Context: an optimization exercise on an open-source flow, tuned for small area, a short achievable clock period and few clock cycles. The choices shown serve that exercise and are no tape-out recipe. Where RTL was checked, it was by simulation tests only, not by an equivalence proof against the original. Only the layout flow was run in runs 2 to 4 and 7; the RTL was not checked for function there.

## run.sh

```bash
#!/bin/bash
# synth_recipe.tcl (not shown) runs the flow's synth.tcl, then flattens the netlist and writes it again
# the make line also repeats each setting of config.mk as NAME=value (left out here)
make -C /OpenROAD-flow-scripts/flow DESIGN_CONFIG=/design/flow/config.mk WORK_HOME=/design/flow/orfs CLKGATE_MAP_FILE= SYNTH_SCRIPT=/design/flow/synth_recipe.tcl finish
```

## config.mk

```make
export PLATFORM = sky130hd
export DESIGN_NAME = task3
export DESIGN_NICKNAME = task3
export VERILOG_FILES = /design/flow/design.v
export SDC_FILE = /design/flow/constraint.sdc
export NUM_CORES = 4
export LEC_CHECK = 0
export CAP_MARGIN = 20
export CORE_MARGIN = 2
export CORE_UTILIZATION = 40
export SLEW_MARGIN = 20
```

## constraint.sdc

```tcl
create_clock -name core_clock -period 12.0 [get_ports {clk}]
set_input_delay 2.4000 -clock core_clock [delete_from_list [all_inputs] [get_ports {clk}]]
set_output_delay 2.4000 -clock core_clock [all_outputs]
set_load 0.01 [all_outputs]
```

## design.v

```verilog
module new_top ( clk, rst, en, in0, in1, in2, done, out );
  input [3:0] in0;
  input [3:0] in1;
  input [3:0] in2;
  output reg [18:0] out;
  input clk, rst, en;
  output reg done;
  reg signed [18:0] result;
  reg [2:0] step;
    always @(posedge clk) begin
        if (!rst) begin
           out <= 0;
           done <= 0;
           result <= 0;
           step <= 0;
        end else begin
            case (step)
                0: begin
                    result <= 13;
                    step <= step + 1;
                    out <= result;
                end
                1: begin
                    result <= result + 5 * in0 * in0 + 8 * in0;
                    step <= step + 1;
                    out <= result;
                 end
                2: begin
                    result <= result - 4 * in1 * in1 + 3 * in1;
                    step <= step + 1;
                    out <= result;
                end
                3: begin
                    result <= result + 6 * in2 * in2 - 2 * in2;
                    step <= step + 1;
                    out <= result;
                end
                4: begin
                    done <= 1;
                    step <= 0;
                    out <= result;
                end
            endcase
         end
        end
endmodule
`timescale 1ns / 1ps
module task3(
    input [2:0] opcode,            
    output reg done,               
    output reg [23:0] out,         
    input [7:0] in2,               
    input [7:0] in1,               
    input [7:0] in0,               
    input clk,
    input rst
    );
    wire [3:0] in0_4bit;
    wire [3:0] in1_4bit;
    wire [3:0] in2_4bit;
    assign in0_4bit = in0[3:0];
    assign in1_4bit = in1[3:0];
    assign in2_4bit = in2[3:0];
    reg f_en;
    wire f_done;
    wire [18:0] f_out;
    new_top f_function (
        .clk(clk),
        .rst(rst),
        .en(f_en),
        .in0(in0_4bit),
        .in1(in1_4bit),
        .in2(in2_4bit),
        .done(f_done),
        .out(f_out)
    );
    always @(posedge clk) begin
        if (!rst) begin
            out <= 0;
            done <= 0;
            f_en <= 0;
        end
        else begin
            if (!done) begin
                case (opcode)
                    3'b000: begin  
                            out <= in0 + in1;
                            done <= 1;
                            end             
                    3'b001: begin  
                            out <= in0 - in1;              
                            done <= 1;
                            end
                    3'b010: begin  
                            out <= in0 * in1;
                            done <= 1;
                            end
                    3'b011: begin  
                            out <= in0 >> 1;
                            done <= 1;
                            end           
                    3'b100: begin  
                            out <= in0 * in0;
                            done <= 1;
                            end
                    3'b101: begin  
                            out <= in0 * in0 * in0;
                            done <= 1;
                            end      
                    3'b110: begin  
                            out <= in0 + in1 + in2;   
                            done <= 1;
                            end     
                    3'b111: begin
                            f_en <= 1;
                            if (!f_done) begin
                                f_en <= 1;
                                done <= 0;
                            end else begin
                                out <= {5'b0, f_out};
                                done <= 1;
                                f_en <= 0;
                            end
                            end
                endcase
           end
        end
     end
endmodule
```

==> results of run 1 <==
## worst max-delay path: cells and delay by family
kind | cells | cell delay [ns]
adders and majority gates | 10 | 4.77
xor gates and xnor gates | 2 | 0.86
and+or+nand+nor | 5 | 0.87
AOI/OAI and AO/OA | 8 | 1.16
buffers and inverters | 9 | 1.24
## sequential cells by signal, indices dropped and copies added, names as in the netlist
register           cells
out                   24
f_function.done        1
f_function.step        3
done                   1
f_function.result     19
f_function.out        19
## final timing paths
kind	to	startpoint	slack, ns
hold reg to reg	f_function.out[10]	f_function.out[10]	0.46
setup reg to reg	f_function.result[14]	f_function.result[4]	7.67
setup / recovery	out[20]	in0[3]	0.88
hold / removal	f_function.out[10]	f_function.out[10]	0.46
## cell usage in the layout (no fill, tap or decap), drive strengths merged, types with 6 or more instances in the layout
cell type and count:
o21ai 91, a222oi 7, fa 180, and3 7, dfxtp 67, nor2b 14
inv 311, clkinv 6, nand2 202, xor2 33, or2 6, and2 99
ha 246, o22ai 6, nor3 28, clkbuf 15, xnor2 66, o31a 6
a21o 29, nand2b 18, a22oi 8, a31oi 20, o21a 15, o31ai 8
a21oi 141, nand3 29, clkdlybuf4s50 53, nor2 127, buf 37, a221oi 15
o41ai 6, o21bai 15, a211oi 14
## area by class of cell
class	instances	share of cell area
clock inverters	1	0.00173
repair buffers	90	0.0466
clock buffers	15	0.0160
inverters	317	0.0686
flip-flops and latches	67	0.0773
well taps	518	0.0374
multi-input cells	1509	0.752
## routing by layer
metal,vias to the layer above,wire [um]
met5,-,0
met4,0,1090
met3,66,2810
met2,396,21900
met1,6758,21200
li1,6561,-
## cell families after synthesis
family | share of synthesized area
and+or+nand+nor | 0.162
adders and majority gates | 0.423
AOI/OAI and AO/OA | 0.176
buffers and inverters | 0.0902
xor gates and xnor gates | 0.0553
DFF | 0.0848
muxes | 0.00823
other | 0.000237
## stage by stage
step / instances / hold slack (ns)
floorplan: 1955 / 0.428
global placement: 2501 / 0.443
detailed placement: 2501 / 0.449
CTS: 2517 / 0.457
global route: 2517 / 0.472
finish: 2517 / 0.456
==> flow_summary.ini, run 1 <==
[cts]
cts_tree = built
cts_hold_buf = 0
clk_pin_slew_ns = 0.06
numCtsBuffers = 9
cts_buffer_depth = 2
cts_max_level = 3
post-cts-setup-buffers = 0
cts.sinks = 67
clk_latency_ns = 0.35
ctsRootBufferMaster = clkbuf_16
ctsResizeCount = 0

[die]
rows = 72
dieWidth_um = 203
ios = 54
core_um2 = 38800
die_y_um = 203
initial_core_util = 0.407
dieArea_um2 = 41100

[worst_setup_path]
crit_path_max_fanout = 10
cpPeakStageDelay_ns = 0.70
path_class = input port to register
slowest_stage = xnor2_1
cp-end-kind = register
crit_top_cell = fa_1
arrival_ns = 11.33
start_kind = input port
crit_required_ns = 12.21
worstRegToRegCells = 15

[synthesis]
synth.top_cell.area_share = 0.228
yosysTopAreaCell = fa_1
synth_area_leaders = fa_1 (23%), ha_1 (19%), dfxtp_1 (8.5%)
synth_common_cells = inv_1 (310), ha_1 (246), nand2_1 (202), fa_1 (180), a21oi_1 (140)
syn_nets = 2410
yosysMostFrequentCell = inv_1
ys_async_sr_fraction = 0
syn_inst = 1955
synth_edf_count = 0
synthDistinctLibCells = 83
synth_area_um2 = 15800
synth_warnings = 2
synth-seq-cells = 67
synthFlopType = dfxtp_1
synth-seq-area-share = 0.0848
syn_avg_cell_area_um2 = 8.09

[global_route]
grt_usage = 0.237
grt_antenna_before_repair = 0
grt_pass1_wl_mm = 77.2
grt_max_degree = 48
grt-ovfl-total = 0
grt-busiest-layer = met2
grt_util_met1 = 0.324
grt_pass1_vias = 14356
grtUsageMet2 = 0.400
use_met3 = 0.0247

[layout]
multiInputGateArea_um2 = 13000
layout-drive-gt1-share = 0.0410
postLayoutCellArea_um2 = 17300
antenna_cells = 0
final_core_util = 0.447
fin_nets = 2449
seq_area_um2 = 1340
syn2layout_area_growth_pct = 9.70
fillers = 3918

[routing]
drtPass1Iterations = 5
drt-total-wl_mm = 47.0
routed_via_density = 5.48
drtAntennaViolNets = 0
remaining_drc_errors = 0
vias = 13781
detail_route.wl_per_cell_um = 18.7
drtIter0Drc = 1071

[sta]
slew_headroom = 0.371
finalSetupViolCount = 0
finClkSkew_ns = 0.00784
rsz0062_at_grt = no
final-hold-violation-count = 0
report.final.slew_viol_count = 0
fmaxAchievable_mhz = 89.9
fin_tns_setup_ns = 0
worst_pin_slew_ns = 0.937
fin_crit_ns = 11.12
fin_crit_sh = 0.927
setup_ws_ns = 0.875

[placed_design]
io_buffers = 53
post-place-ws_ns = 0.578
dpl_cell_area_um2 = 17000
hpwlAfterDp_mm = 38.0
place_congestion = 0.903

[worst_hold_path]
min_path_type = register to register
holdPathStages = 2

[job]
drv_cap = 0

[outcome]
status = no timing/DRC/antenna violations
Testbench counts, summed over its fixed seeds: cycles 20,800.
==> run 2, diff against run 1 <==
==> design.v (replaced) <==
`timescale 1ns / 1ps
module task3(
    input [2:0] opcode,
    output reg done,
    output reg [23:0] out,
    input [7:0] in2,
    input [7:0] in1,
    input [7:0] in0,
    input clk,
    input rst
    );
    reg [2:0] st;    
    function [10:0] fx; input [3:0] v;
        case (v)
            4'd0: fx = 11'd0;
            4'd1: fx = 11'd13;
            4'd2: fx = 11'd36;
            4'd3: fx = 11'd69;
            4'd4: fx = 11'd112;
            4'd5: fx = 11'd165;
            4'd6: fx = 11'd228;
            4'd7: fx = 11'd301;
            4'd8: fx = 11'd384;
            4'd9: fx = 11'd477;
            4'd10: fx = 11'd580;
            4'd11: fx = 11'd693;
            4'd12: fx = 11'd816;
            4'd13: fx = 11'd949;
            4'd14: fx = 11'd1092;
            4'd15: fx = 11'd1245;
        endcase
    endfunction
    function [9:0] gy; input [3:0] v;
        case (v)
            4'd0: gy = 10'd0;
            4'd1: gy = 10'd1;
            4'd2: gy = 10'd10;
            4'd3: gy = 10'd27;
            4'd4: gy = 10'd52;
            4'd5: gy = 10'd85;
            4'd6: gy = 10'd126;
            4'd7: gy = 10'd175;
            4'd8: gy = 10'd232;
            4'd9: gy = 10'd297;
            4'd10: gy = 10'd370;
            4'd11: gy = 10'd451;
            4'd12: gy = 10'd540;
            4'd13: gy = 10'd637;
            4'd14: gy = 10'd742;
            4'd15: gy = 10'd855;
        endcase
    endfunction
    function [10:0] fz; input [3:0] v;
        case (v)
            4'd0: fz = 11'd13;
            4'd1: fz = 11'd17;
            4'd2: fz = 11'd33;
            4'd3: fz = 11'd61;
            4'd4: fz = 11'd101;
            4'd5: fz = 11'd153;
            4'd6: fz = 11'd217;
            4'd7: fz = 11'd293;
            4'd8: fz = 11'd381;
            4'd9: fz = 11'd481;
            4'd10: fz = 11'd593;
            4'd11: fz = 11'd717;
            4'd12: fz = 11'd853;
            4'd13: fz = 11'd1001;
            4'd14: fz = 11'd1161;
            4'd15: fz = 11'd1333;
        endcase
    endfunction
    wire sub = (opcode == 3'd1);
    wire [7:0] mb = (opcode == 3'd2) ? in1 : in0;
    wire lo = (st == 3'd0);
    wire sq = (st[2:1] == 2'd0);         
    wire [3:0] d = sq ? (lo ? mb[3:0] : mb[7:4]) : out[3:0];
    wire [7:0] z = lo ? 8'd0 : (sq ? out[11:4] : out[23:16]);
    wire [11:0] t = in0 * d + z;
    wire [9:0] sum = {2'b0, in0} + (sub ? {2'b11, ~in1} : {2'b0, in1})
                   + ((opcode == 3'd6) ? {2'b0, in2} : 10'd0) + {9'd0, sub};
    wire [12:0] f = {2'b0, fx(in0[3:0])} + {2'b0, fz(in2[3:0])} - {3'b0, gy(in1[3:0])};
    reg [23:0] res;
    always @* begin
        case (opcode)
            3'd0, 3'd6: res = {14'd0, sum};
            3'd1:       res = {{14{sum[9]}}, sum};
            3'd3:       res = {17'd0, in0[7:1]};
            3'd7:       res = {5'd0, {6{f[12]}}, f};
            default:    res = lo ? {12'd0, t} : sq ? {8'd0, t, out[3:0]} : {t, out[15:4]};
        endcase
    end
    wire last = (opcode == 3'd5) ? (st == 3'd5)
              : (opcode == 3'd2 || opcode == 3'd4) ? (st == 3'd1) : 1'b1;
    always @(posedge clk) begin
        if (!rst) begin
            done <= 1'b0;
            st <= 3'd0;
        end else if (!done) begin
            out <= res;
            st <= st + 3'd1;
            if (last)
                done <= 1'b1;
        end
    end
endmodule
--- a/config.mk
+++ b/config.mk
@@ -5,7 +5,9 @@
 export SDC_FILE = /design/flow/constraint.sdc
 export NUM_CORES = 4
 export LEC_CHECK = 0
+export ABC_CLOCK_PERIOD_IN_PS = 3000
 export CAP_MARGIN = 20
 export CORE_MARGIN = 2
 export CORE_UTILIZATION = 40
+export SETUP_SLACK_MARGIN = 5
 export SLEW_MARGIN = 20
==> run 2 against run 1 <==
Effect of this change:
- clock skew down 0.0053 ns
- critical path depth down 17
- register-to-register slack worse by 1.2 ns
- critical endpoint is now out[15]
- non-clock buffer count down 27
- final cell count down 69%
- final area down 66%
==> flow_summary.ini, run 2 <==
[worst_setup_path]
critPathLaunch = opcode[2]
crit_required_ns = 12.00
crit_path_max_fanout = 19
cpPeakStageDelay_ns = 0.55
start_kind = input port
path_class = input port to register
worstRegToRegCells = 18
arrival_ns = 6.90
crit_top_cell = fa_1
r2r_setup_slack_ns = 6.49
critPathCapture = out[15]
r2r_end = out[15]
cp_cell_sequence = buf_6 -> nand2b_4 -> nor2_4 -> mux4_2 -> mux2i_4 -> nand2b_4 -> fa_1 -> fa_1 -> fa_1 -> inv_1 -> ha_4 -> a211oi_4 -> o21bai_2 -> a221o_1 -> a21oi_2 -> xor2_2 -> o211ai_1
slowest_stage = fa_1
cp-end-kind = register
r2r-start = st[1]

[die]
dieWidth_um = 116
dieArea_um2 = 13500
rows = 40
ios = 54
die_y_um = 116
core_um2 = 12200
initial_core_util = 0.413

[synthesis]
synth_top_family_by_area = adder cells
synth_compound_area_frac = 0.187
synth-seq-cells = 28
syn_nets = 695
yosysTopAreaCell = ha_1
synth-simple-area-share = 0.165
synth_area_leaders = ha_1 (16%), fa_1 (15%), edfxtp_1 (14%)
synth_area_um2 = 5030
yosysMostFrequentCell = ha_1
syn_avg_cell_area_um2 = 8.88
synthDistinctLibCells = 65
synth_mux_area_frac = 0.0570
synthFlopType = edfxtp_1
synth.top_cell.area_share = 0.157
synth_fa_ha_area_frac = 0.304
ys_async_sr_fraction = 0
synth_xor_area_frac = 0.0677
synth_edf_count = 24
synth-seq-area-share = 0.159
synth_common_cells = ha_1 (63), inv_1 (54), nand2_1 (50), nor2_1 (39), o21ai_0 (38)
synth_warnings = 1
syn_inst = 566

[routing]
routed_via_density = 5.60
drtPass1Iterations = 5
drtAntennaViolNets = 0
drt-total-wl_mm = 14.8
detail_route.wl_per_cell_um = 19.0
vias = 4383
remaining_drc_errors = 0
drtIter0Drc = 356

[layout]
reg_top3 = out: 24 flops, st: 3 flops, done: 1 flops
syn2layout_area_growth_pct = 18.3
antenna_cells = 0
mostFrequentLayoutCell = ha_1
largest-register = out
fillers = 1158
largest_register_ffs = 24
final_cell_mix = ha_1 (59), inv_1 (54), nand2_1 (50)
layout-drive-gt1-share = 0.112
fin_nets = 744

[global_route]
grt_pass1_vias = 4393
grt-ovfl-total = 0
grt_max_degree = 23
grt_antenna_before_repair = 0
grt_pass1_wl_mm = 23.1
grt_usage = 0.222

[cts]
cts_max_level = 1
numCtsBuffers = 3
cts_buffer_depth = 2
cts_tree = built
ctsRootBufferMaster = clkbuf_16
cts.sinks = 28
cts_hold_buf = 0
clk_pin_slew_ns = 0.07
clk_latency_ns = 0.27

[placed_design]
place_congestion = 0.942
hpwlAfterDp_mm = 12.1
io_buffers = 53

[sta]
finalSetupViolCount = 0
rsz0062_at_grt = yes
worst_pin_slew_ns = 0.651
fin_crit_ns = 6.90
fin_crit_sh = 0.575
report.final.slew_viol_count = 0
finClkSkew_ns = 0.00251
fmaxAchievable_mhz = 145
fin_tns_setup_ns = 0
slew_headroom = 0.566
final-hold-violation-count = 0

[worst_hold_path]
min_path_type = register to register

[outcome]
status = no timing/DRC/antenna violations

[job]
drv_cap = 0
[run 2: cell types whose count changed after synthesis, sizes merged, moves of 23 or more]
cell    previous run  this run
inv              311        54
ha               246        63
nand2            202        50
fa               180        37
a21oi            141        40
and2              99        11
nor2             127        42
dfxtp             67         4
o21ai             91        40
clkbuf            53         7
xnor2             66        23
edfxtp             0        24
a21o              29         6
nand3             29         6
[run 2: stage by stage]
stage	instance area [um^2]	util	cells	worst slack, ns	hold slack, ns
after floorplan	5070	-	566	5.00	0.568
after detailed placement	5760	0.474	773	3.86	0.596
after CTS	5870	0.483	779	5.01	0.621
final	5950	0.489	782	5.10	0.616
after global routing	5950	0.489	782	4.96	0.644
after global placement	5760	0.474	773	3.99	0.596
[run 2: final cells by class]
| class | count | area (um^2) | share of cell area |
|---|---|---|---|
| multi-input cells | 465 | 4050 | 0.681 |
| flip-flops and latches | 28 | 801 | 0.135 |
| repair buffers | 63 | 581 | 0.0976 |
| well taps | 168 | 210 | 0.0353 |
| inverters | 54 | 203 | 0.0341 |
| clock buffers | 3 | 75.1 | 0.0126 |
| clock inverters | 1 | 30.0 | 0.00505 |
[run 2: cells by family after synthesis]
logic type,Yosys count
AND/OR/NAND/NOR,166
AO/OA/AOI/OAI,144
adder cells (fa/ha/maj),100
buffers and inverters,73
XOR/XNOR,38
flip-flops,28
multiplexers,17
[run 2: repair_timing]
action | 4_1_cts | 5_1_grt
buffers inserted | 2 | 3
endpoints found under the setup margin | 21 | 12
resized for setup | 30 | 25
cloned | 0 | 0
pin swaps | 2 | 10
[run 2: how the worst min path moves through the flow]
| stage | to | slack (ns) | cells past startpoint | from |
|---|---|---|---|---|
| 3_3_place_gp | st[0] | 0.60 | 2 | st[0] |
| 2_1_floorplan | st[0] | 0.57 | 2 | st[0] |
| 5_1_grt | st[0] | 0.64 | 2 | st[0] |
| 6_report | st[0] | 0.62 | 2 | st[0] |
| 4_1_cts | st[0] | 0.62 | 2 | st[0] |
| 3_5_place_dp | st[0] | 0.60 | 2 | st[0] |
[run 2: layer usage]
metal	wire length [um]	global-route usage	vias to the layer above
li1	-	-	2084
met1	6270	0.296	2150
met2	7590	0.395	130
met3	713	0.0223	19
met4	253	0.0444	0
met5	0	0	-
[run 2: critical path, delay by kind of cell]
| family | cells | cell delay [ns] |
|---|---|---|
| adders and majority gates | 4 | 1.77 |
| AOI/OAI and AO/OA | 5 | 0.96 |
| muxes | 2 | 0.81 |
| and+or+nand+nor | 3 | 0.50 |
| xor gates and xnor gates | 1 | 0.25 |
| buffers and inverters | 2 | 0.21 |
==> run 3, diff against run 2 <==
--- a/config.mk
+++ b/config.mk
@@ -5,9 +5,7 @@
 export SDC_FILE = /design/flow/constraint.sdc
 export NUM_CORES = 4
 export LEC_CHECK = 0
-export ABC_CLOCK_PERIOD_IN_PS = 3000
 export CAP_MARGIN = 20
 export CORE_MARGIN = 2
 export CORE_UTILIZATION = 40
-export SETUP_SLACK_MARGIN = 5
 export SLEW_MARGIN = 20
==> run 3 against run 2 <==
Effect of this change:
- non-clock buffer count fell by 6
- sequential share of layout area rose by 0.35 points
- maximum frequency fell by 14%
- core utilization fell by 1.2 points
- highest routed layer unchanged
- critical path type unchanged
- critical path depth did not move
- synthesized cell count did not move
- final cell count fell by 0.77%
- sequential cell count did not move
==> flow_summary.ini, run 3 <==
[layout]
reg_top3 = out: 24 flops, st: 3 flops, done: 1 flops
fin_cells = 776
fillers = 1176
fin_nets = 738
antenna_cells = 0
syn2layout_area_growth_pct = 15.4
largest-register = out
largest_register_ffs = 24
final_cell_mix = ha_1 (63), inv_1 (54), clkdlybuf4s50_1 (53)
mostFrequentLayoutCell = ha_1
layout-drive-gt1-share = 0.0641

[die]
rows = 40
initial_core_util = 0.413
dieWidth_um = 116
dieArea_um2 = 13500
die_y_um = 116
core_um2 = 12200
ios = 54

[worst_setup_path]
critPathLaunch = opcode[2]
start_kind = input port
path_class = input port to register
worstRegToRegCells = 18
arrival_ns = 8.04
r2r_setup_slack_ns = 6.22
cp-end-kind = register
crit_path_max_fanout = 19
r2r-start = st[1]
crit_required_ns = 12.00
r2r_end = out[11]

[sta]
finClkSkew_ns = 0.00616
fin_tns_setup_ns = 0
worst_pin_slew_ns = 1.03
slew_headroom = 0.307
finalSetupViolCount = 0
report.final.slew_viol_count = 0
whs_ns = 0.625
fmaxAchievable_mhz = 124
fin_crit_sh = 0.670
setup_ws_ns = 3.95
fin_crit_ns = 8.05
final-hold-violation-count = 0
rsz0062_at_grt = no

[routing]
routed_via_density = 5.62
vias = 4363
remaining_drc_errors = 0
drtPass1Iterations = 5
drtAntennaViolNets = 0
drtIter0Drc = 342
detail_route.wl_per_cell_um = 18.5
drt-total-wl_mm = 14.3

[placed_design]
hpwlAfterDp_mm = 11.8
post-place-ws_ns = 3.71
dp.cells = 772
place_congestion = 0.944
io_buffers = 53

[synthesis]
synth_edf_count = 24
syn_nets = 695
yosysMostFrequentCell = ha_1
yosysTopAreaCell = ha_1
synth.top_cell.area_share = 0.157
synth-seq-cells = 28
syn_inst = 566
synth_common_cells = ha_1 (63), inv_1 (54), nand2_1 (50), nor2_1 (39), o21ai_0 (38)
synthDistinctLibCells = 65
ys_async_sr_fraction = 0
synth-seq-area-share = 0.159
synthFlopType = edfxtp_1
synth_area_um2 = 5030
syn_avg_cell_area_um2 = 8.88
synth_warnings = 1
synth_area_leaders = ha_1 (16%), fa_1 (15%), edfxtp_1 (14%)

[global_route]
grt_pass1_vias = 4299
grt_max_degree = 23
grt-ovfl-total = 0
grt_antenna_before_repair = 0
grt_pass1_wl_mm = 22.8
grt_usage = 0.218

[job]
drv_cap = 0

[cts]
ctsRootBufferMaster = clkbuf_16
post-cts-setup-buffers = 0
cts_buffer_depth = 2
clk_latency_ns = 0.27
cts_hold_buf = 0
numCtsBuffers = 3
cts_max_level = 1
ctsResizeCount = 0
cts.sinks = 28
clk_pin_slew_ns = 0.07
cts_tree = built

[worst_hold_path]
min_from = st[0]
min_path_type = register to register
holdPathStages = 2
min_to = st[0]

[outcome]
status = no timing/DRC/antenna violations
==> run 3: metrics by stage <==
step           area [um^2]  utilization
6_report              5800        0.477
5_1_grt               5800        0.477
4_1_cts               5800        0.477
3_5_place_dp          5710        0.469
3_3_place_gp          5710        0.469
2_1_floorplan         5030            -
==> run 3: how the worst max path moves through the flow <==
stage | cells past startpoint | to | slack (ns)
2_1_floorplan | 17 | out[11] | 4.89
3_3_place_gp | 17 | out[15] | 3.88
3_5_place_dp | 17 | out[15] | 3.71
4_1_cts | 17 | out[11] | 3.99
5_1_grt | 17 | out[15] | 3.65
6_report | 17 | out[11] | 3.95
==> run 3: kinds of logic after synthesis <==
group           synth area share
compound gates             0.187
xor+xnor                  0.0677
fa+ha+maj                  0.304
buf+inv                   0.0592
flops                      0.159
mux                       0.0570
simple gates               0.165
==> run 3: critical path: stages <==
cell             delay (ns)
clkdlybuf4s50_1        0.73
nand2b_2               0.38
nor2_4                 0.21
mux4_2                 0.56
mux2i_4                0.26
nand2b_1               0.18
fa_1                   0.46
fa_1                   0.53
fa_1                   0.56
inv_1                  0.05
ha_1                   0.35
a211oi_1               0.30
o21bai_1               0.15
a221o_1                0.35
a21oi_2                0.18
xor2_2                 0.25
o221ai_2               0.15
==> run 3: final cells by class <==
class                      count  area [um^2]  share of cell area
multi-input combinational    465         3940               0.679
sequential                    28          801               0.138
timing repair buffer          57          561              0.0967
tap                          168          210              0.0363
inverter                      54          203              0.0350
clock buffer                   4         88.8              0.0153
==> run 3: per-layer routing <==
layer,vias to the layer above,share of wire,track usage
met4,0,0.023,0.0556
met3,27,0.062,0.0259
met2,140,0.49,0.368
li1,2077,-,-
met1,2119,0.43,0.299
met5,-,0,0
==> run 4, diff against run 3 <==
==> flow/run.sh (new file) <==
#!/bin/bash
set -euo pipefail
cd "$(dirname "$0")/.."
bash standard.sh finish \
  SETUP_SLACK_MARGIN=7 \
  "BUFFER_PORTS_ARGS=-buffer_cell sky130_fd_sc_hd__buf_1" \
  > run_standard.log 2>&1
==> standard.sh (new file) <==
#!/bin/bash
# synth_recipe.tcl (not shown) runs the flow's synth.tcl, then flattens the netlist and writes it again
# the make line also repeats each setting of config.mk as NAME=value (left out here)
make -C /OpenROAD-flow-scripts/flow DESIGN_CONFIG=/design/flow/config.mk WORK_HOME=/design/flow/orfs CLKGATE_MAP_FILE= SYNTH_SCRIPT=/design/flow/synth_recipe.tcl "${@:-finish}"
--- a/config.mk
+++ b/config.mk
@@ -5,6 +5,7 @@
 export SDC_FILE = /design/flow/constraint.sdc
 export NUM_CORES = 4
 export LEC_CHECK = 0
+export ABC_CLOCK_PERIOD_IN_PS = 3000
 export CAP_MARGIN = 20
 export CORE_MARGIN = 2
 export CORE_UTILIZATION = 40
removed: run.sh
==> run 4 against run 3 <==
Effect of this change:
- critical path type unchanged
- global-route usage grew 0.62 points
- sequential share of layout area shrank 0.91 points
- still clean on timing, DRC and antenna
- non-clock buffer count grew 25
==> flow_summary.ini, run 4 <==
[synthesis]
synth-seq-cells = 28
ys_async_sr_fraction = 0
yosysMostFrequentCell = ha_1
synth_area_um2 = 5030
synth.top_cell.area_share = 0.157
synth_warnings = 1
synthDistinctLibCells = 65
syn_inst = 566
syn_nets = 695
synth_area_leaders = ha_1 (16%), fa_1 (15%), edfxtp_1 (14%)
synth_edf_count = 24
syn_avg_cell_area_um2 = 8.88
synth-seq-area-share = 0.159
synthFlopType = edfxtp_1
synth_common_cells = ha_1 (63), inv_1 (54), nand2_1 (50), nor2_1 (39), o21ai_0 (38)
yosysTopAreaCell = ha_1

[cts]
cts_buffer_depth = 2
numCtsBuffers = 3
clk_latency_ns = 0.26
ctsRootBufferMaster = clkbuf_16
cts.sinks = 28
clk_pin_slew_ns = 0.07
cts_tree = built
cts_max_level = 1
cts_hold_buf = 0

[routing]
remaining_drc_errors = 0
vias = 4604
drtIter0Drc = 348
drt-total-wl_mm = 15.5
routed_via_density = 5.74
detail_route.wl_per_cell_um = 19.3
drtAntennaViolNets = 0
drtPass1Iterations = 5

[layout]
mostFrequentLayoutCell = ha_1
largest_register_ffs = 24
postLayoutCellArea_um2 = 6210
reg_top3 = out: 24 flops, st: 3 flops, done: 1 flops
final_cell_mix = ha_1 (52), nand2_1 (50), inv_1 (44)
layout-drive-gt1-share = 0.229
fillers = 1151
fin_nets = 763
final_core_util = 0.510
fin_cells = 802
largest-register = out
syn2layout_area_growth_pct = 23.5

[worst_setup_path]
r2r_end = out[15]
path_class = input port to register
start_kind = input port
crit_path_max_fanout = 7
crit_required_ns = 11.99
r2r-start = st[1]
cp-end-kind = register
r2r_setup_slack_ns = 6.52
arrival_ns = 6.67
worstRegToRegCells = 18

[die]
ios = 54
core_um2 = 12200
initial_core_util = 0.413
die_y_um = 116
rows = 40
dieWidth_um = 116
dieArea_um2 = 13500

[worst_hold_path]
min_to = done
min_path_type = register to register
min_from = done
holdPathStages = 2

[global_route]
grt_antenna_before_repair = 1
grt-ovfl-total = 0
grt_usage = 0.224
grt_pass1_wl_mm = 23.3
grt_pass1_vias = 4503
grt_max_degree = 19

[sta]
slew_headroom = 0.510
finClkSkew_ns = 0.00278
final-hold-violation-count = 0
fin_tns_setup_ns = 0
report.final.slew_viol_count = 0
worst_pin_slew_ns = 0.734
fin_crit_ns = 6.68
fin_crit_sh = 0.557
fmaxAchievable_mhz = 150
rsz0062_at_grt = yes
setup_ws_ns = 5.32
finalSetupViolCount = 0

[placed_design]
hpwlAfterDp_mm = 11.9
post-place-ws_ns = 4.48
dpl_cell_area_um2 = 5530
place_congestion = 0.937
dp.cells = 774
io_buffers = 53

[job]
drv_cap = 0

[outcome]
status = no timing/DRC/antenna violations
run 4: final cells by class:
| class | count | area (um^2) | area share |
|---|---|---|---|
| diodes | 1 | 2.50 | 0.000403 |
| clock buffers | 3 | 75.1 | 0.0121 |
| clock inverters | 1 | 30.0 | 0.00484 |
| inverters | 54 | 205 | 0.0331 |
| multi-input cells | 465 | 4380 | 0.706 |
| flip-flops and latches | 28 | 801 | 0.129 |
| well taps | 168 | 210 | 0.0339 |
| repair buffers | 82 | 502 | 0.0808 |
run 4: cell families (layout without fill, tap and decap cells):
kind of cell,Yosys count,in the layout,share of synthesized area
AND/OR/NAND/NOR,166,166,0.165
AO/OA/AOI/OAI,144,144,0.187
adder cells (fa/ha/maj),100,100,0.304
buffers and inverters,73,140,0.0592
XOR/XNOR,38,38,0.0677
flip-flops,28,28,0.159
multiplexers,17,17,0.0570
other,0,1,0
run 4: per-layer routing:
| layer | vias up | routed length, um | track usage |
|---|---|---|---|
| met3 | 44 | 1060 | 0.0441 |
| li1 | 2123 | - | - |
| met2 | 185 | 7800 | 0.387 |
| met5 | - | 0 | 0 |
| met1 | 2252 | 6170 | 0.286 |
| met4 | 0 | 487 | 0.0659 |
run 4: worst max path at each step:
stage	end	cells after the start	startpoint
2_1_floorplan	out[11]	19	opcode[2]
3_3_place_gp	out[11]	17	opcode[2]
3_5_place_dp	out[15]	19	opcode[2]
4_1_cts	out[15]	18	opcode[2]
5_1_grt	out[11]	18	opcode[2]
6_report	out[15]	18	opcode[2]
run 4: critical path: stages:
cell,delay [ns]
buf_12,0.10
nand2b_4,0.14
nor2_4,0.11
buf_6,0.12
mux4_2,0.31
mux2i_4,0.30
nand2b_4,0.20
fa_1,0.43
fa_1,0.50
fa_1,0.56
inv_2,0.05
ha_4,0.24
a211oi_4,0.23
o21bai_2,0.13
a221o_1,0.31
a21oi_2,0.17
xor2_2,0.24
o211ai_1,0.13
run 4: what timing repair did:
action                     in CTS  in global routing
gates resized for setup        46                 48
pin swaps                      29                 31
gates cloned                    1                  0
setup endpoints to repair      23                 23
setup buffers                  13                  9
run 4: through the flow:
stage,hold slack (ns)
6_report,0.623
5_1_grt,0.670
4_1_cts,0.625
3_5_place_dp,0.599
3_3_place_gp,0.593
2_1_floorplan,0.568
==> run 5, diff against run 4 <==
--- a/design.v
+++ b/design.v
@@ -9,7 +9,7 @@
     input clk,
     input rst
     );
-    reg [2:0] st;    
+    reg [1:0] ph;    
     function [10:0] fx; input [3:0] v;
         case (v)
             4'd0: fx = 11'd0;
@@ -71,12 +71,15 @@
         endcase
     endfunction
     wire sub = (opcode == 3'd1);
-    wire [7:0] mb = (opcode == 3'd2) ? in1 : in0;
-    wire lo = (st == 3'd0);
-    wire sq = (st[2:1] == 2'd0);         
-    wire [3:0] d = sq ? (lo ? mb[3:0] : mb[7:4]) : out[3:0];
-    wire [7:0] z = lo ? 8'd0 : (sq ? out[11:4] : out[23:16]);
-    wire [11:0] t = in0 * d + z;
+    reg [7:0] mx;
+    always @*
+        case (ph)
+            2'd1:    mx = out[7:0];
+            2'd2:    mx = out[23:16];
+            default: mx = (opcode == 3'd2) ? in1 : in0;
+        endcase
+    wire [7:0] mz = (ph == 2'd2) ? out[15:8] : 8'd0;
+    wire [15:0] prod = mx * in0 + mz;
     wire [9:0] sum = {2'b0, in0} + (sub ? {2'b11, ~in1} : {2'b0, in1})
                    + ((opcode == 3'd6) ? {2'b0, in2} : 10'd0) + {9'd0, sub};
     wire [12:0] f = {2'b0, fx(in0[3:0])} + {2'b0, fz(in2[3:0])} - {3'b0, gy(in1[3:0])};
@@ -87,19 +90,20 @@
             3'd1:       res = {{14{sum[9]}}, sum};
             3'd3:       res = {17'd0, in0[7:1]};
             3'd7:       res = {5'd0, {6{f[12]}}, f};
-            default:    res = lo ? {12'd0, t} : sq ? {8'd0, t, out[3:0]} : {t, out[15:4]};
+            3'd5:       res = (ph == 2'd1) ? {out[15:8], prod}
+                            : (ph == 2'd2) ? {prod, out[7:0]} : {8'd0, prod};
+            default:    res = {8'd0, prod};
         endcase
     end
-    wire last = (opcode == 3'd5) ? (st == 3'd5)
-              : (opcode == 3'd2 || opcode == 3'd4) ? (st == 3'd1) : 1'b1;
     always @(posedge clk) begin
         if (!rst) begin
             done <= 1'b0;
-            st <= 3'd0;
+            ph <= 2'd0;
         end else if (!done) begin
             out <= res;
-            st <= st + 3'd1;
-            if (last)
+            if (opcode == 3'd5 && ph != 2'd2)
+                ph <= ph + 2'd1;
+            else
                 done <= 1'b1;
         end
     end
==> run 5 against run 4 <==
Effect of this change:
- critical path depth increased by 2
- clock skew increased by 0.0013 ns
- synthesized cell count increased by 23%
- register-to-register slack got worse by 0.38 ns
- global-route usage decreased by 0.42 points
==> flow_summary.ini, run 5 <==
[synthesis]
synth-seq-area-share = 0.132
yosysMostFrequentCell = inv_1
synth.top_cell.area_share = 0.209
syn_inst = 695
yosysTopAreaCell = fa_1
ys_async_sr_fraction = 0
synth_area_leaders = fa_1 (21%), ha_1 (17%), edfxtp_1 (12%)
synth_area_um2 = 5930
syn_avg_cell_area_um2 = 8.53
synth-seq-cells = 27
synthDistinctLibCells = 62
synth_common_cells = inv_1 (88), nand2_1 (87), ha_1 (79), fa_1 (62), and2_1 (45)
syn_nets = 865
synthFlopType = edfxtp_1
synth_edf_count = 24
synth_warnings = 1

[placed_design]
dpl_cell_area_um2 = 6540
hpwlAfterDp_mm = 13.7
place_congestion = 0.903
dp.cells = 910
io_buffers = 53

[global_route]
grt_antenna_before_repair = 0
grt_max_degree = 24
grt-ovfl-total = 0
grt_pass1_vias = 5481
grt_usage = 0.220
grt_pass1_wl_mm = 28.1

[die]
initial_core_util = 0.408
core_um2 = 14500
ios = 54
dieWidth_um = 126
die_y_um = 126
rows = 44
dieArea_um2 = 15800

[layout]
mostFrequentLayoutCell = inv_1
multiInputGateArea_um2 = 5280
fin_nets = 935
reg_top3 = out: 24 flops, ph: 2 flops, done: 1 flops
largest_register_ffs = 24
final_cell_mix = inv_1 (78), ha_1 (67), nand2_1 (66)
layout-drive-gt1-share = 0.209
fillers = 1371
antenna_cells = 0
fin_cells = 948
syn2layout_area_growth_pct = 22.9
largest-register = out
final_core_util = 0.501
postLayoutCellArea_um2 = 7280
seq_area_um2 = 781

[cts]
cts_tree = built
clk_pin_slew_ns = 0.07
cts_hold_buf = 0
cts_max_level = 1
clk_latency_ns = 0.26
cts_buffer_depth = 2
ctsRootBufferMaster = clkbuf_16
cts.sinks = 27
numCtsBuffers = 3

[worst_setup_path]
crit_family = adder cells
cp_num_buf_inv = 5
cp_cell_sequence = buf_12 -> nand2b_4 -> or2_4 -> nand2_2 -> a31oi_4 -> buf_12 -> buf_4 -> and2_4 -> fa_2 -> fa_1 -> fa_1 -> inv_1 -> fa_1 -> inv_2 -> ha_4 -> or4_4 -> o21ai_4 -> o21ai_2 -> xnor2_2 -> o22ai_2
crit_required_ns = 11.97
crit_path_max_fanout = 7
cp.depth = 20
worstRegToRegCells = 18
start_kind = input port
crit_top_cell = fa_1
slowest_stage = fa_1
cp-end-kind = register
cpPeakStageDelay_ns = 0.55
arrival_ns = 6.98
path_class = input port to register

[sta]
finalSetupViolCount = 0
slew_headroom = 0.345
worst_pin_slew_ns = 0.979
finClkSkew_ns = 0.00409
fmaxAchievable_mhz = 143
fin_crit_sh = 0.584
final-hold-violation-count = 0
report.final.slew_viol_count = 0
fin_crit_ns = 7.01
fin_tns_setup_ns = 0
rsz0062_at_grt = yes

[routing]
routed_via_density = 5.59
drtPass1Iterations = 5
vias = 5297
drtIter0Drc = 385
detail_route.wl_per_cell_um = 18.6
remaining_drc_errors = 0
drt-total-wl_mm = 17.6
drtAntennaViolNets = 0

[job]
drv_cap = 0

[outcome]
status = no timing/DRC/antenna violations

[worst_hold_path]
min_path_type = register to register
holdPathStages = 1
## run 5: layer usage
metal,part of all wire,track usage,up-vias
li1,-,-,2519
met1,0.43,0.290,2588
met2,0.51,0.396,157
met3,0.043,0.0157,33
met4,0.025,0.0530,0
met5,0,0,-
## run 5: logic make-up (layout without fill, tap and decap cells)
| kind of cell | after synthesis | after routing | share of synthesized area |
|---|---|---|---|
| buffers and inverters | 118 | 185 | 0.0764 |
| AND/OR/NAND/NOR | 207 | 209 | 0.168 |
| multiplexers | 8 | 8 | 0.0158 |
| AO/OA/AOI/OAI | 159 | 159 | 0.180 |
| adder cells (fa/ha/maj) | 141 | 141 | 0.376 |
| flip-flops | 27 | 27 | 0.132 |
| XOR/XNOR | 35 | 35 | 0.0517 |
## run 5: area by class of cell
type                            instances  share of cell area
Sequential cell                        27               0.107
Clock buffer                            4              0.0108
Tap cell                              184              0.0316
Multi-Input combinational cell        552               0.724
Timing Repair Buffer                   91              0.0778
Inverter                               90              0.0481
## run 5: final timing paths
| check | from | to | slack, ns |
|---|---|---|---|
| max | opcode[0] | out[23] | 4.99 |
| min | ph[1] | ph[1] | 0.56 |
| max reg2reg | ph[0] | out[23] | 6.14 |
| min reg2reg | ph[1] | ph[1] | 0.56 |
## run 5: what timing repair did
item                                    CTS  global route
setup buffers                            22            10
resized for setup                        49            49
cloned                                    2             0
endpoints found under the setup margin   24            23
pin swaps                                42            35
## run 5: metrics by stage
stage               setup slack [ns]  hold slack, ns
global route                    4.86           0.582
finish                          4.99           0.564
CTS                             5.04           0.551
detailed placement              4.01           0.535
floorplan                       5.18           0.497
global placement                4.13           0.514
Testbench counts of run 5, summed over its fixed seeds: cycles 18,034.
==> run 6, diff against run 5 <==
==> run.sh (new file) <==
#!/bin/bash
# synth_recipe.tcl (not shown) runs the flow's synth.tcl, then flattens the netlist and writes it again
# the make line also repeats each setting of config.mk as NAME=value (left out here)
make -C /OpenROAD-flow-scripts/flow DESIGN_CONFIG=/design/flow/config.mk WORK_HOME=/design/flow/orfs CLKGATE_MAP_FILE= SYNTH_SCRIPT=/design/flow/synth_recipe.tcl finish
--- a/config.mk
+++ b/config.mk
@@ -5,7 +5,6 @@
 export SDC_FILE = /design/flow/constraint.sdc
 export NUM_CORES = 4
 export LEC_CHECK = 0
-export ABC_CLOCK_PERIOD_IN_PS = 3000
 export CAP_MARGIN = 20
 export CORE_MARGIN = 2
 export CORE_UTILIZATION = 40
removed: flow/run.sh
removed: standard.sh
==> run 6 against run 5 <==
Effect of this change:
- still clean
- core utilization is 4.0 points lower
- synthesized cell count unchanged
- routed wire length is 0.35% lower
- first-iteration DRC count increased by 19%
- die area did not move
- count of clock-buffer cells in the layout fell by 1
==> flow_summary.ini, run 6 <==
[outcome]
status = no timing/DRC/antenna violations

[synthesis]
yosysMostFrequentCell = inv_1
synth_warnings = 1
synth_area_um2 = 5930
synth-seq-area-share = 0.132
synthDistinctLibCells = 62
yosysTopAreaCell = fa_1
synth.top_cell.area_share = 0.209
syn_inst = 695
synth_edf_count = 24
syn_avg_cell_area_um2 = 8.53
synth_area_leaders = fa_1 (21%), ha_1 (17%), edfxtp_1 (12%)
synthFlopType = edfxtp_1
ys_async_sr_fraction = 0
synth_common_cells = inv_1 (88), nand2_1 (87), ha_1 (79), fa_1 (62), and2_1 (45)
syn_nets = 865
synth-seq-cells = 27

[routing]
detail_route.wl_per_cell_um = 19.2
remaining_drc_errors = 0
vias = 5056
drt-total-wl_mm = 17.6
drtPass1Iterations = 6
drtIter0Drc = 457
routed_via_density = 5.53
drtAntennaViolNets = 0

[worst_setup_path]
worstRegToRegCells = 19
crit_path_max_fanout = 12
r2r-start = ph[0]
start_kind = input port
path_class = input port to register
cp-end-kind = register
r2r_setup_slack_ns = 5.64
crit_required_ns = 11.97
arrival_ns = 8.37
r2r_end = out[14]

[worst_hold_path]
min_path_type = register to register
holdPathStages = 1
min_to = ph[1]
min_from = ph[1]

[die]
die_y_um = 126
dieWidth_um = 126
initial_core_util = 0.408
ios = 54
rows = 44
core_um2 = 14500
dieArea_um2 = 15800

[cts]
clk_latency_ns = 0.27
numCtsBuffers = 3
clk_pin_slew_ns = 0.07
post-cts-setup-buffers = 0
cts_tree = built
cts_hold_buf = 0
cts.sinks = 27
cts_buffer_depth = 2
cts_max_level = 1
ctsResizeCount = 0
ctsRootBufferMaster = clkbuf_16

[placed_design]
place_congestion = 0.944
hpwlAfterDp_mm = 14.4
io_buffers = 53
post-place-ws_ns = 3.42

[sta]
fmaxAchievable_mhz = 119
finalSetupViolCount = 0
rsz0062_at_grt = no
fin_crit_sh = 0.700
fin_crit_ns = 8.40
report.final.slew_viol_count = 0
fin_tns_setup_ns = 0
setup_ws_ns = 3.60
slew_headroom = 0.289
worst_pin_slew_ns = 1.06
whs_ns = 0.539
finClkSkew_ns = 0.00493
final-hold-violation-count = 0

[layout]
syn2layout_area_growth_pct = 13.1
antenna_cells = 0
largest_register_ffs = 24
final_cell_mix = inv_1 (88), nand2_1 (87), ha_1 (79)
largest-register = out
reg_top3 = out: 24 flops, ph: 2 flops, done: 1 flops
mostFrequentLayoutCell = inv_1
fin_nets = 901
fillers = 1461
layout-drive-gt1-share = 0.0329

[global_route]
grt_antenna_before_repair = 0
grt_max_degree = 24
grt_pass1_wl_mm = 28.1
grt_usage = 0.224
grt-ovfl-total = 0
grt_pass1_vias = 5101

[job]
drv_cap = 0
==> run 6: cell counts after synthesis <==
No cell type changed its count.
==> run 6: final cells by class <==
type                            count  area (um^2)  area share
Clock inverter                      1         5.00    0.000747
Sequential cell                    27          781       0.116
Tap cell                          184          230      0.0343
Inverter                           90          338      0.0504
Multi-Input combinational cell    550         4700       0.701
Timing Repair Buffer               59          576      0.0859
Clock buffer                        3         75.1      0.0112
==> run 6: worst max-delay path, stage by stage <==
cell and delay, ns:
clkdlybuf4s50_1 0.74, nand2b_1 0.22, or2_2 0.23, nand2_1 0.07, a31oi_1 0.82, nand2_1 0.17, fa_1 0.51, inv_1 0.05
fa_1 0.49, inv_1 0.06, fa_1 0.49, fa_1 0.50, inv_1 0.04, ha_1 0.33, a21o_1 0.18, a21oi_1 0.22
a21oi_1 0.12, o41ai_1 0.38, xor2_1 0.23, o22ai_1 0.11
==> run 6: cells by family after synthesis <==
| logic type | after synthesis | share of synthesized area |
|---|---|---|
| AND/OR/NAND/NOR | 207 | 0.168 |
| buffers and inverters | 118 | 0.0764 |
| flip-flops | 27 | 0.132 |
| XOR/XNOR | 35 | 0.0517 |
| multiplexers | 8 | 0.0158 |
| AO/OA/AOI/OAI | 159 | 0.180 |
| adder cells (fa/ha/maj) | 141 | 0.376 |
==> run 6: how the worst max path moves through the flow <==
stage	from	endpoint	slack (ns)	depth (start not counted)
2_1_floorplan	opcode[2]	out[14]	4.69	20
3_3_place_gp	opcode[0]	out[14]	3.48	20
3_5_place_dp	opcode[0]	out[14]	3.42	20
4_1_cts	opcode[0]	out[14]	3.67	20
5_1_grt	opcode[0]	out[14]	3.22	20
6_report	opcode[0]	out[14]	3.60	20
==> run 6: per-stage QoR <==
| stage | instances | utilization | cell area, um^2 |
|---|---|---|---|
| floorplan | 695 | - | 5930 |
| global placement | 910 | 0.456 | 6620 |
| detailed placement | 910 | 0.456 | 6620 |
| CTS | 914 | 0.461 | 6700 |
| global route | 914 | 0.461 | 6700 |
| finish | 914 | 0.461 | 6700 |
==> run 6: per-layer routing <==
| layer | vias to the layer above | GRT usage | wire (um) |
|---|---|---|---|
| li1 | 2449 | - | - |
| met1 | 2432 | 0.301 | 7550 |
| met2 | 154 | 0.406 | 8870 |
| met3 | 21 | 0.00935 | 913 |
| met4 | 0 | 0.0401 | 227 |
| met5 | - | 0 | 0 |
==> run 7, diff against run 6 <==
--- a/design.v
+++ b/design.v
@@ -9,7 +9,6 @@
     input clk,
     input rst
     );
-    reg [1:0] ph;    
     function [10:0] fx; input [3:0] v;
         case (v)
             4'd0: fx = 11'd0;
@@ -70,6 +69,8 @@
             4'd15: fz = 11'd1333;
         endcase
     endfunction
+    reg [1:0] ph;    
+    wire op7 = (opcode == 3'd7);
     wire sub = (opcode == 3'd1);
     reg [7:0] mx;
     always @*
@@ -80,16 +81,17 @@
         endcase
     wire [7:0] mz = (ph == 2'd2) ? out[15:8] : 8'd0;
     wire [15:0] prod = mx * in0 + mz;
-    wire [9:0] sum = {2'b0, in0} + (sub ? {2'b11, ~in1} : {2'b0, in1})
-                   + ((opcode == 3'd6) ? {2'b0, in2} : 10'd0) + {9'd0, sub};
-    wire [12:0] f = {2'b0, fx(in0[3:0])} + {2'b0, fz(in2[3:0])} - {3'b0, gy(in1[3:0])};
+    wire [12:0] s0 = op7 ? {2'b0, fx(in0[3:0])} : {5'd0, in0};
+    wire [12:0] s1 = op7 ? ~{3'b0, gy(in1[3:0])} : sub ? {5'h1f, ~in1} : {5'd0, in1};
+    wire [12:0] s2 = op7 ? {2'b0, fz(in2[3:0])} : (opcode == 3'd6) ? {5'd0, in2} : 13'd0;
+    wire [12:0] sum = s0 + s1 + s2 + {12'd0, sub | op7};
     reg [23:0] res;
     always @* begin
         case (opcode)
-            3'd0, 3'd6: res = {14'd0, sum};
-            3'd1:       res = {{14{sum[9]}}, sum};
+            3'd0, 3'd6: res = {14'd0, sum[9:0]};
+            3'd1:       res = {{14{sum[9]}}, sum[9:0]};
             3'd3:       res = {17'd0, in0[7:1]};
-            3'd7:       res = {5'd0, {6{f[12]}}, f};
+            3'd7:       res = {5'd0, {6{sum[12]}}, sum};
             3'd5:       res = (ph == 2'd1) ? {out[15:8], prod}
                             : (ph == 2'd2) ? {prod, out[7:0]} : {8'd0, prod};
             default:    res = {8'd0, prod};
--- a/config.mk
+++ b/config.mk
@@ -5,7 +5,9 @@
 export SDC_FILE = /design/flow/constraint.sdc
 export NUM_CORES = 4
 export LEC_CHECK = 0
+export ABC_CLOCK_PERIOD_IN_PS = 3000
 export CAP_MARGIN = 20
 export CORE_MARGIN = 2
 export CORE_UTILIZATION = 40
+export SETUP_SLACK_MARGIN = 5
 export SLEW_MARGIN = 20
==> run 7 against run 6 <==
Effect of this change:
- still clean
- count of clock-buffer cells in the layout unchanged
- non-clock buffer count increased by 36
- final cell count decreased by 1.1%
- clock skew decreased by 0.0024 ns
- first-iteration DRC count decreased by 11%
- global-route usage increased by 1.2 points
- synthesized cell count decreased by 5.3%
- routed wire length decreased by 1.8%
- final area increased by 7.1%
- synthesized area decreased by 6.2%
==> flow_summary.ini, run 7 <==
[sta]
fmaxAchievable_mhz = 136
report.final.slew_viol_count = 0
final-hold-violation-count = 0
slew_headroom = 0.263
worst_pin_slew_ns = 1.11
finClkSkew_ns = 0.00257
whs_ns = 0.554
rsz0062_at_grt = yes
fin_crit_ns = 7.34
fin_tns_setup_ns = 0
fin_crit_sh = 0.612
finalSetupViolCount = 0
setup_ws_ns = 4.66

[synthesis]
syn_nets = 813
syn_inst = 658
yosysTopAreaCell = fa_1
ys_async_sr_fraction = 0
synthDistinctLibCells = 56
synth-seq-area-share = 0.140
synthFlopType = edfxtp_1
synth_edf_count = 24
synth_common_cells = inv_1 (87), nand2_1 (87), ha_1 (71), fa_1 (55), and2_1 (45)
synth.top_cell.area_share = 0.198
syn_avg_cell_area_um2 = 8.45
synth_warnings = 1
synth_area_um2 = 5560
synth-seq-cells = 27
synth_area_leaders = fa_1 (20%), ha_1 (16%), edfxtp_1 (13%)

[layout]
antenna_cells = 0
mostFrequentLayoutCell = inv_1
fillers = 1272
final_cell_mix = inv_1 (81), nand2_1 (68), ha_1 (65)
syn2layout_area_growth_pct = 29.2
largest_register_ffs = 24
postLayoutCellArea_um2 = 7180
layout-drive-gt1-share = 0.186
final_core_util = 0.524
largest-register = out
reg_top3 = out: 24 flops, ph: 2 flops, done: 1 flops
fin_nets = 880

[routing]
drtIter0Drc = 405
drt-total-wl_mm = 17.2
drtAntennaViolNets = 0
detail_route.wl_per_cell_um = 19.1
drtPass1Iterations = 5
vias = 5087
remaining_drc_errors = 0
routed_via_density = 5.63

[die]
ios = 54
rows = 43
initial_core_util = 0.405
core_um2 = 13700
dieArea_um2 = 14900
dieWidth_um = 122
die_y_um = 122

[worst_setup_path]
crit_path_max_fanout = 6
arrival_ns = 7.36
cp-end-kind = register
slowest_stage = fa_1
start_kind = input port
crit_top_cell = fa_1
crit_family = adder cells
path_class = input port to register
cp_num_buf_inv = 7
cpPeakStageDelay_ns = 0.50
cp_cell_sequence = buf_8 -> buf_12 -> nor3b_4 -> buf_6 -> nand2_1 -> a31oi_4 -> nand2_2 -> fa_1 -> fa_1 -> inv_1 -> fa_1 -> inv_1 -> fa_1 -> inv_2 -> ha_4 -> a21o_1 -> a221oi_4 -> buf_4 -> o211ai_1 -> xnor2_2 -> a221o_2
crit_required_ns = 12.02

[global_route]
grt_usage = 0.236
grt_pass1_vias = 5213
grt_max_degree = 20
grt_pass1_wl_mm = 27.3
grt_antenna_before_repair = 0
grt-ovfl-total = 0

[cts]
clk_pin_slew_ns = 0.07
cts.sinks = 27
ctsRootBufferMaster = clkbuf_16
cts_tree = built
numCtsBuffers = 3
cts_buffer_depth = 2
cts_max_level = 1
cts_hold_buf = 0
clk_latency_ns = 0.26

[placed_design]
place_congestion = 0.935
hpwlAfterDp_mm = 13.2
dpl_cell_area_um2 = 6350
io_buffers = 53
post-place-ws_ns = 3.43

[worst_hold_path]
min_path_type = register to register

[job]
drv_cap = 0

[outcome]
status = no timing/DRC/antenna violations
-- run 7: worst paths after layout --
| kind | start | end | slack [ns] | depth (start not counted) |
|---|---|---|---|---|
| min | ph[1] | ph[1] | 0.55 | 1 |
| min reg2reg | ph[1] | ph[1] | 0.55 | 1 |
| max | opcode[0] | out[23] | 4.66 | 21 |
| max reg2reg | ph[0] | out[23] | 5.71 | 19 |
-- run 7: cell families after synthesis --
family,Yosys count,share of synthesized area
DFF,27,0.140
adders and majority gates,126,0.358
AOI/OAI and AO/OA,148,0.183
muxes,8,0.0178
xor gates and xnor gates,25,0.0394
and+or+nand+nor,204,0.179
buffers and inverters,120,0.0824
-- run 7: per-stage QoR --
step	cells
2_1_floorplan	658
6_report	904
4_1_cts	899
5_1_grt	904
3_3_place_gp	862
3_5_place_dp	862
-- run 7: per-layer routing --
metal,up-vias,global-route usage,wire (um)
met5,-,0,0
met4,0,0.0647,465
met3,32,0.0126,1160
met2,219,0.407,8440
met1,2456,0.322,7180
li1,2380,-,-
-- run 7: final cells by class --
| type | instances | area [um^2] | share of cell area |
|---|---|---|---|
| Clock buffer | 3 | 75.1 | 0.0105 |
| Clock inverter | 1 | 7.51 | 0.00105 |
| Timing Repair Buffer | 95 | 1030 | 0.143 |
| Sequential cell | 27 | 781 | 0.109 |
| Inverter | 87 | 327 | 0.0455 |
| Multi-Input combinational cell | 511 | 4740 | 0.660 |
| Tap cell | 180 | 225 | 0.0314 |
-- run 7: worst register-to-register path: stages (launching register included) --
cell and delay (ns):
dfxtp_1 0.37, inv_1 0.08, ha_1 0.70, a221oi_1 0.74
a31oi_4 0.17, buf_6 0.23, and2_1 0.16, fa_2 0.34
fa_1 0.46, fa_1 0.54, inv_1 0.05, fa_1 0.49
inv_2 0.05, ha_4 0.23, a21o_1 0.21, a221oi_4 0.39
buf_4 0.18, o211ai_1 0.12, xnor2_2 0.20, a221o_2 0.34
-- run 7: what timing repair did --
item                                    in CTS  in global routing
pin swaps                                   51                 19
endpoints found under the setup margin      20                 17
buffers inserted                            30                  5
resized for setup                           98                 34
gates cloned                                 3                  0

-- static timing again, ports no longer ideal --
In the flow no input, the clock included, has a driving cell. The finished layouts below were timed again as built, in two steps. Step 1 (the two cells are an assumption about what drives the block):
set clk [get_ports {clk}]
set_driving_cell -lib_cell sky130_fd_sc_hd__clkbuf_16 $clk
set_driving_cell -lib_cell sky130_fd_sc_hd__buf_2 [delete_from_list [all_inputs] $clk]
Step 2 moves the port delays by t, midway between the first and last clock arrival at a register: inputs arrive t later, outputs are due t later. That takes back most of the time a late clock gives input paths. Slacks: ideal / step 1 / step 2; pairs: ideal / step 1.
run | t, ns | setup slack, ns | hold WS [ns] | pins driven straight from the clock port
run 1 | 0.387 | 0.875 / 0.881 / 0.494 | 0.456 / 0.456 / 0.456 | 1
run 2 | 0.300 | 5.097 / 5.082 / 4.782 | 0.616 / 0.616 / 0.616 | 1
run 3 | 0.301 | 3.955 / 3.950 / 3.649 | 0.625 / 0.625 / 0.625 | 1
run 4 | 0.295 | 5.317 / 5.288 / 4.992 | 0.623 / 0.623 / 0.623 | 1
run 5 | 0.293 | 4.991 / 4.972 / 4.679 | 0.564 / 0.564 / 0.564 | 1
run 6 | 0.298 | 3.601 / 3.597 / 3.298 | 0.539 / 0.539 / 0.539 | 1
run 7 | 0.288 | 4.657 / 4.648 / 4.359 | 0.554 / 0.554 / 0.554 | 1
After both steps setup and hold are still met in every run listed. For run 1, which loses most, drivers alone change the setup slack by +0.006 ns; drivers and shift together by -0.381 ns.
